From an optimization exercise on the open Yosys and OpenROAD flow, aimed at small area and a short achievable clock period; shortcuts taken in it are not production practice.
Function was checked by simulation only, so behaviour that the tests miss may differ from the original.
Power and IR drop assume default switching activity.

## fadd_sub
module fadd_sub(
  input  logic        clk_i,
  input  logic [31:0] operand_a,
  input  logic [31:0] operand_b,
  output logic [31:0] result_o
);
  wire        sa = operand_a[31], sb = operand_b[31];
  wire [7:0]  fa = operand_a[30:23], fb = operand_b[30:23];
  wire        za = (fa == 8'd0), zb = (fb == 8'd0);    
  wire [7:0]  ea1 = {fa[7:1], fa[0] | za};             
  wire [7:0]  eb1 = {fb[7:1], fb[0] | zb};
  wire [23:0] ma = {~za, operand_a[22:0]};
  wire [23:0] mb = {~zb, operand_b[22:0]};
  wire [7:0]  ea = {fa[7:1], fa[0] | (za & (operand_a[22:0] != 23'd0))};
  wire [7:0]  eb = {fb[7:1], fb[0] | (zb & (operand_b[22:0] != 23'd0))};
  wire [7:0]  xp = fa ^ ~fb;
  wire [7:0]  xg = fa & ~fb;
  wire eg0 = xg[1] | (xp[1] & xg[0]);
  wire ep0 = xp[1] & xp[0];
  wire eg1 = xg[3] | (xp[3] & xg[2]);
  wire ep1 = xp[3] & xp[2];
  wire eg2 = xg[5] | (xp[5] & xg[4]);
  wire ep2 = xp[5] & xp[4];
  wire eg3 = xg[7] | (xp[7] & xg[6]);
  wire ep3 = xp[7] & xp[6];
  wire eg4 = xg[2] | (xp[2] & eg0);
  wire ep4 = xp[2] & ep0;
  wire eg5 = eg1 | (ep1 & eg0);
  wire ep5 = ep1 & ep0;
  wire eg6 = xg[6] | (xp[6] & eg2);
  wire ep6 = xp[6] & ep2;
  wire eg7 = eg3 | (ep3 & eg2);
  wire ep7 = ep3 & ep2;
  wire eg8 = xg[4] | (xp[4] & eg5);
  wire ep8 = xp[4] & ep5;
  wire eg9 = eg2 | (ep2 & eg5);
  wire ep9 = ep2 & ep5;
  wire eg10 = eg6 | (ep6 & eg5);
  wire ep10 = ep6 & ep5;
  wire eg11 = eg7 | (ep7 & eg5);
  wire ep11 = ep7 & ep5;
  wire [7:0]  gE = {eg11, eg10, eg9, eg8, eg5, eg4, eg0, xg[0]};
  wire [7:0]  pE;
  assign pE[0] = xp[0];
  assign pE[1] = pE[0] & xp[1];
  assign pE[2] = pE[1] & xp[2];
  assign pE[3] = pE[2] & xp[3];
  assign pE[4] = pE[3] & xp[4];
  assign pE[5] = pE[4] & xp[5];
  assign pE[6] = pE[5] & xp[6];
  assign pE[7] = pE[6] & xp[7];
  wire        a_exp_gt = gE[7];               
  wire        exp_eq = pE[7];                 
  wire [7:0]  d;                              
  wire        corr = za ^ zb;
  assign d[0] = a_exp_gt ? (xp[0] ^ ~corr) : ~(xp[0] ^ corr);
  assign d[1] = a_exp_gt ? (xp[1] ^ (gE[0] | (pE[0] & ~corr))) : ~(xp[1] ^ (gE[0] | (pE[0] & corr)));
  ...
Size in the first run: roughly 1000 cells after synthesis, ~58 flip-flops, about 97 I/O pins, ~0.0056 mm^2 of cells after synthesis.
clock: 12.0 ns
lec_check: 0
abc_area: 1
cap_margin: 20
core_margin: 2
core_utilization: 40
slew_margin: 20
standard.sh (not shown) runs the stock make flow with config.mk's settings and CLKGATE_MAP_FILE= SYNTH_SCRIPT=/design/flow/synth_recipe.tcl, a recipe that flattens the netlist after the stock synthesis.
==> flow/flow/run.sh <==
#!/bin/bash
# Own layout flow: the standard ORFS flow (standard.sh), with these changes:
#  - ports are buffered with sky130_fd_sc_hd__buf_1 (which repair may upsize)
#    instead of the clkdlybuf4s50_1 that buffer_ports picks by default;
#  - repair_timing aims for a setup slack margin of MARGIN ns (flow/margin);
#  - if flow/abc.script exists, synthesis is the standard synthesis script
#    with its ABC step replaced (flow/my_synth.tcl): the logic from the
#    registers to result_o is mapped with flow/abc_out.script (if present),
#    the rest with flow/abc.script. Flip-flops are mapped before ABC runs, so
#    the registers are exactly the standard synthesis's;
#  - any extra ORFS variables listed in flow/env (KEY=VALUE lines), and
#    make variable assignments in flow/make_args (one line).
# Every tool's output goes to the ORFS logs under orfs/logs, and make's own
# output to standard.log in this folder.
set -euo pipefail
MARGIN=$(cat flow/margin 2>/dev/null || echo 5)
export BUFFER_PORTS_ARGS="-buffer_cell sky130_fd_sc_hd__buf_1"
if [[ -f flow/env ]]; then set -a; source flow/env; set +a; fi
EXTRA=()
if [[ -f flow/abc.script ]]; then
  export MY_ABC_SCRIPT="$PWD/flow/abc.script"
  if [[ -f flow/abc_out.script ]]; then export MY_ABC_OUT_SCRIPT="$PWD/flow/abc_out.script"; fi
  EXTRA+=("SYNTH_SCRIPT=$PWD/flow/my_synth.tcl")
fi
if [[ -f flow/make_args ]]; then read -r -a MARGS < flow/make_args; EXTRA+=("${MARGS[@]}"); fi
bash standard.sh "${EXTRA[@]}" SETUP_SLACK_MARGIN=$MARGIN finish > standard.log 2>&1
==> flow/flow/abc.script <==
strash
dch
map -B 0.9 -D 4000
strash
dch
map -B 0.9 -D 4000
topo
stime -c
buffer -c
upsize -c -D 4000
dnsize -c -D 4000
==> flow/flow/env <==
CTS_ARGS="-sink_clustering_enable -repair_clock_nets -dont_use_dummy_load -buf_list sky130_fd_sc_hd__clkbuf_4"
ADDER_MAP_FILE=
==> flow/flow/margin <==
6.2
==> flow/flow/my_synth.tcl <==
# The standard synthesis script (synth_recipe.tcl), except that Yosys's abc
# step maps the logic that drives the outputs (from the registers to result_o)
# with the ABC script MY_ABC_OUT_SCRIPT, and the rest with MY_ABC_SCRIPT.
proc synth {args} { yosys synth -nofsm -noshare {*}$args }
proc abc {args} {
  set i [lsearch -exact $args -script]
  if {[info exists ::env(MY_ABC_OUT_SCRIPT)] && $::env(MY_ABC_OUT_SCRIPT) ne ""} {
    set out_args $args
    lset out_args [expr {$i + 1}] $::env(MY_ABC_OUT_SCRIPT)
    yosys select -set outcone o:result_o %ci*:-sky130_fd_sc_hd__dfxtp_1
    yosys abc {*}$out_args @outcone
    yosys select -clear
  }
  if {[info exists ::env(MY_ABC_SCRIPT)] && $::env(MY_ABC_SCRIPT) ne ""} {
    lset args [expr {$i + 1}] $::env(MY_ABC_SCRIPT)
  }
  yosys abc {*}$args
}
source $::env(SCRIPTS_DIR)/synth.tcl
# left out here: clear keep_hierarchy, flatten, clean up, hide names made inside functions, write 1_2_yosys.v
Edit:
==> flow/flow/run.sh (replaced) <==
#!/bin/bash
# Own layout flow: the standard ORFS flow (standard.sh), with these changes:
#  - ports are buffered with sky130_fd_sc_hd__buf_1 (which repair may upsize)
#    instead of the clkdlybuf4s50_1 that buffer_ports picks by default;
#  - repair_timing aims for a setup slack margin of MARGIN ns (flow/margin);
#  - if flow/abc.script exists, synthesis is the standard synthesis script
#    with that ABC script for the combinational mapping (flow/my_synth.tcl);
#    flip-flops are mapped before ABC runs, so registers are unchanged;
#  - any extra ORFS variables listed in flow/env (KEY=VALUE lines).
# Every tool's output goes to the ORFS logs under orfs/logs, and make's own
# output to standard.log in this folder.
set -euo pipefail
MARGIN=$(cat flow/margin 2>/dev/null || echo 5)
export BUFFER_PORTS_ARGS="-buffer_cell sky130_fd_sc_hd__buf_1"
if [[ -f flow/env ]]; then set -a; source flow/env; set +a; fi
EXTRA=()
if [[ -f flow/abc.script ]]; then
  export MY_ABC_SCRIPT="$PWD/flow/abc.script"
  EXTRA+=("SYNTH_SCRIPT=$PWD/flow/my_synth.tcl")
fi
bash standard.sh "${EXTRA[@]}" SETUP_SLACK_MARGIN=$MARGIN finish > standard.log 2>&1
==> flow/flow/abc.script (replaced) <==
strash
dch
map -B 0.9 -D 3000
topo
stime -c
buffer -c
upsize -c -D 3000
dnsize -c -D 3000
==> flow/flow/env (replaced) <==
CTS_ARGS="-sink_clustering_enable -repair_clock_nets -dont_use_dummy_load -buf_list sky130_fd_sc_hd__clkbuf_8"
ADDER_MAP_FILE=
==> flow/flow/margin (replaced) <==
6.3
==> flow/flow/my_synth.tcl (replaced) <==
# The standard synthesis script (synth_recipe.tcl), except that Yosys's abc
# step runs the ABC script named by MY_ABC_SCRIPT instead of ORFS's.
proc synth {args} { yosys synth -nofsm -noshare {*}$args }
proc abc {args} {
  set i [lsearch -exact $args -script]
  if {$i >= 0 && [info exists ::env(MY_ABC_SCRIPT)] && $::env(MY_ABC_SCRIPT) ne ""} {
    lset args [expr {$i + 1}] $::env(MY_ABC_SCRIPT)
  }
  yosys abc {*}$args
}
source $::env(SCRIPTS_DIR)/synth.tcl
# left out here: clear keep_hierarchy, flatten, clean up, hide names made inside functions, write 1_2_yosys.v
Result: The new run ran to the end with no violations; worst hold slack improves by 0.11 ns; sequential share of layout area falls by 0.83 points; die area goes up by a few percent; total power rose by a little under a tenth; synthesized area rises by a few percent; combinational power climbs by a few percent; non-clock buffer count stays the same; count of clock-buffer cells in the layout stays the same; utilization increases by 0.11 points.
Edit:
==> flow/flow/abc.script (replaced) <==
&get -n
&st
&dch
&nf
&st
&syn2
&if -g -K 6
&synch2
&nf
&st
&syn2
&if -g -K 6
&synch2
&nf
&st
&syn2
&if -g -K 6
&synch2
&nf
&st
&syn2
&if -g -K 6
&synch2
&nf
&st
&syn2
&if -g -K 6
&synch2
&nf
&put
buffer -c
topo
stime -c
upsize -c
dnsize -c
Worst setup slack got worse by 0.57 ns.
Combinational power went up by 110%.
Critical path depth went down by 2.
Final cell count went up by 6.7%.
Clock power went down by about 4%.
Global-route usage went up by 6.0 points.
Power went up by 69%.
Flip-flop and latch count does not change.
Final area went up by 63%.
Via count went up by 34%.
Die area went up by 22%.
Edit:
--- a/flow/flow/run.sh
+++ b/flow/flow/run.sh
@@ -5,6 +5,8 @@
 #  - repair_timing aims for a setup slack margin of MARGIN ns (flow/margin);
 #  - if flow/abc.script exists, synthesis is the standard synthesis script
-#    with that ABC script for the combinational mapping (flow/my_synth.tcl);
-#    flip-flops are mapped before ABC runs, so registers are unchanged;
+#    with its ABC step replaced (flow/my_synth.tcl): the logic from the
+#    registers to result_o is mapped with flow/abc_out.script (if present),
+#    the rest with flow/abc.script. Flip-flops are mapped before ABC runs, so
+#    the registers are exactly the standard synthesis's;
 #  - any extra ORFS variables listed in flow/env (KEY=VALUE lines).
 # Every tool's output goes to the ORFS logs under orfs/logs, and make's own
@@ -17,4 +19,5 @@
 if [[ -f flow/abc.script ]]; then
   export MY_ABC_SCRIPT="$PWD/flow/abc.script"
+  if [[ -f flow/abc_out.script ]]; then export MY_ABC_OUT_SCRIPT="$PWD/flow/abc_out.script"; fi
   EXTRA+=("SYNTH_SCRIPT=$PWD/flow/my_synth.tcl")
 fi
==> flow/flow/abc.script (replaced) <==
strash
dch
map -B 0.9 -D 4000
strash
dch
map -B 0.9 -D 4000
topo
stime -c
buffer -c
upsize -c -D 4000
dnsize -c -D 4000
==> flow/flow/abc_out.script (new file) <==
strash
dch
map -B 0.9 -D 2000
topo
stime -c
buffer -c
upsize -c -D 2000
dnsize -c -D 2000
==> flow/flow/margin (replaced) <==
6.5
==> flow/flow/my_synth.tcl (replaced) <==
# The standard synthesis script (synth_recipe.tcl), except that Yosys's abc
# step maps the logic that drives the outputs (from the registers to result_o)
# with the ABC script MY_ABC_OUT_SCRIPT, and the rest with MY_ABC_SCRIPT.
proc synth {args} { yosys synth -nofsm -noshare {*}$args }
proc abc {args} {
  set i [lsearch -exact $args -script]
  if {[info exists ::env(MY_ABC_OUT_SCRIPT)] && $::env(MY_ABC_OUT_SCRIPT) ne ""} {
    set out_args $args
    lset out_args [expr {$i + 1}] $::env(MY_ABC_OUT_SCRIPT)
    yosys select -set outcone o:result_o %ci*:-sky130_fd_sc_hd__dfxtp_1
    yosys abc {*}$out_args @outcone
    yosys select -clear
  }
  if {[info exists ::env(MY_ABC_SCRIPT)] && $::env(MY_ABC_SCRIPT) ne ""} {
    lset args [expr {$i + 1}] $::env(MY_ABC_SCRIPT)
  }
  yosys abc {*}$args
}
source $::env(SCRIPTS_DIR)/synth.tcl
# left out here: clear keep_hierarchy, flatten, clean up, hide names made inside functions, write 1_2_yosys.v
The changed run produced a clean layout.
Sequential share of layout area grows by 6.1 points.
Worst setup slack improved by 0.63 ns.
Non-clock buffer count shrinks by 134.
Via count shrinks by 22%.
Sequential cell count stays the same.

## afterwards: timing with drivers on the ports
Ports are ideal in the flow. The routed layouts listed here were re-timed in OpenROAD. Step 1 (the two cells are an assumption about what drives the block):
set clk [get_ports {clk_i}]
set_driving_cell -lib_cell sky130_fd_sc_hd__clkbuf_16 $clk
set_driving_cell -lib_cell sky130_fd_sc_hd__buf_2 [delete_from_list [all_inputs] $clk]
Step 2 also shifts input and output timing later by t, the mid clock arrival at the registers, as if the neighbouring blocks saw the same clock. Three values: ideal, step 1, step 2; two values: the first two.
run	t, ns	slack for setup (ns)	hold slack, ns	worst data-port slew with drivers (ns)	cell pins on the clock port's net
the first run	0.430	6.454 / 6.419 / 6.195	2.231 / 2.224 / 2.654	0.05	1
the second run	0.368	6.553 / 6.520 / 6.312	2.340 / 2.331 / 2.700	0.06	1
the third run	0.353	5.978 / 5.972 / 5.619	2.298 / 2.293 / 2.646	0.08	1
the fourth run	0.340	6.605 / 6.613 / 6.274	2.365 / 2.357 / 2.697	0.06	1
After both steps every run listed still meets setup and hold. The setup slack of the third run, which loses most, moves by -0.006 ns with the drivers and by -0.359 ns with both steps.
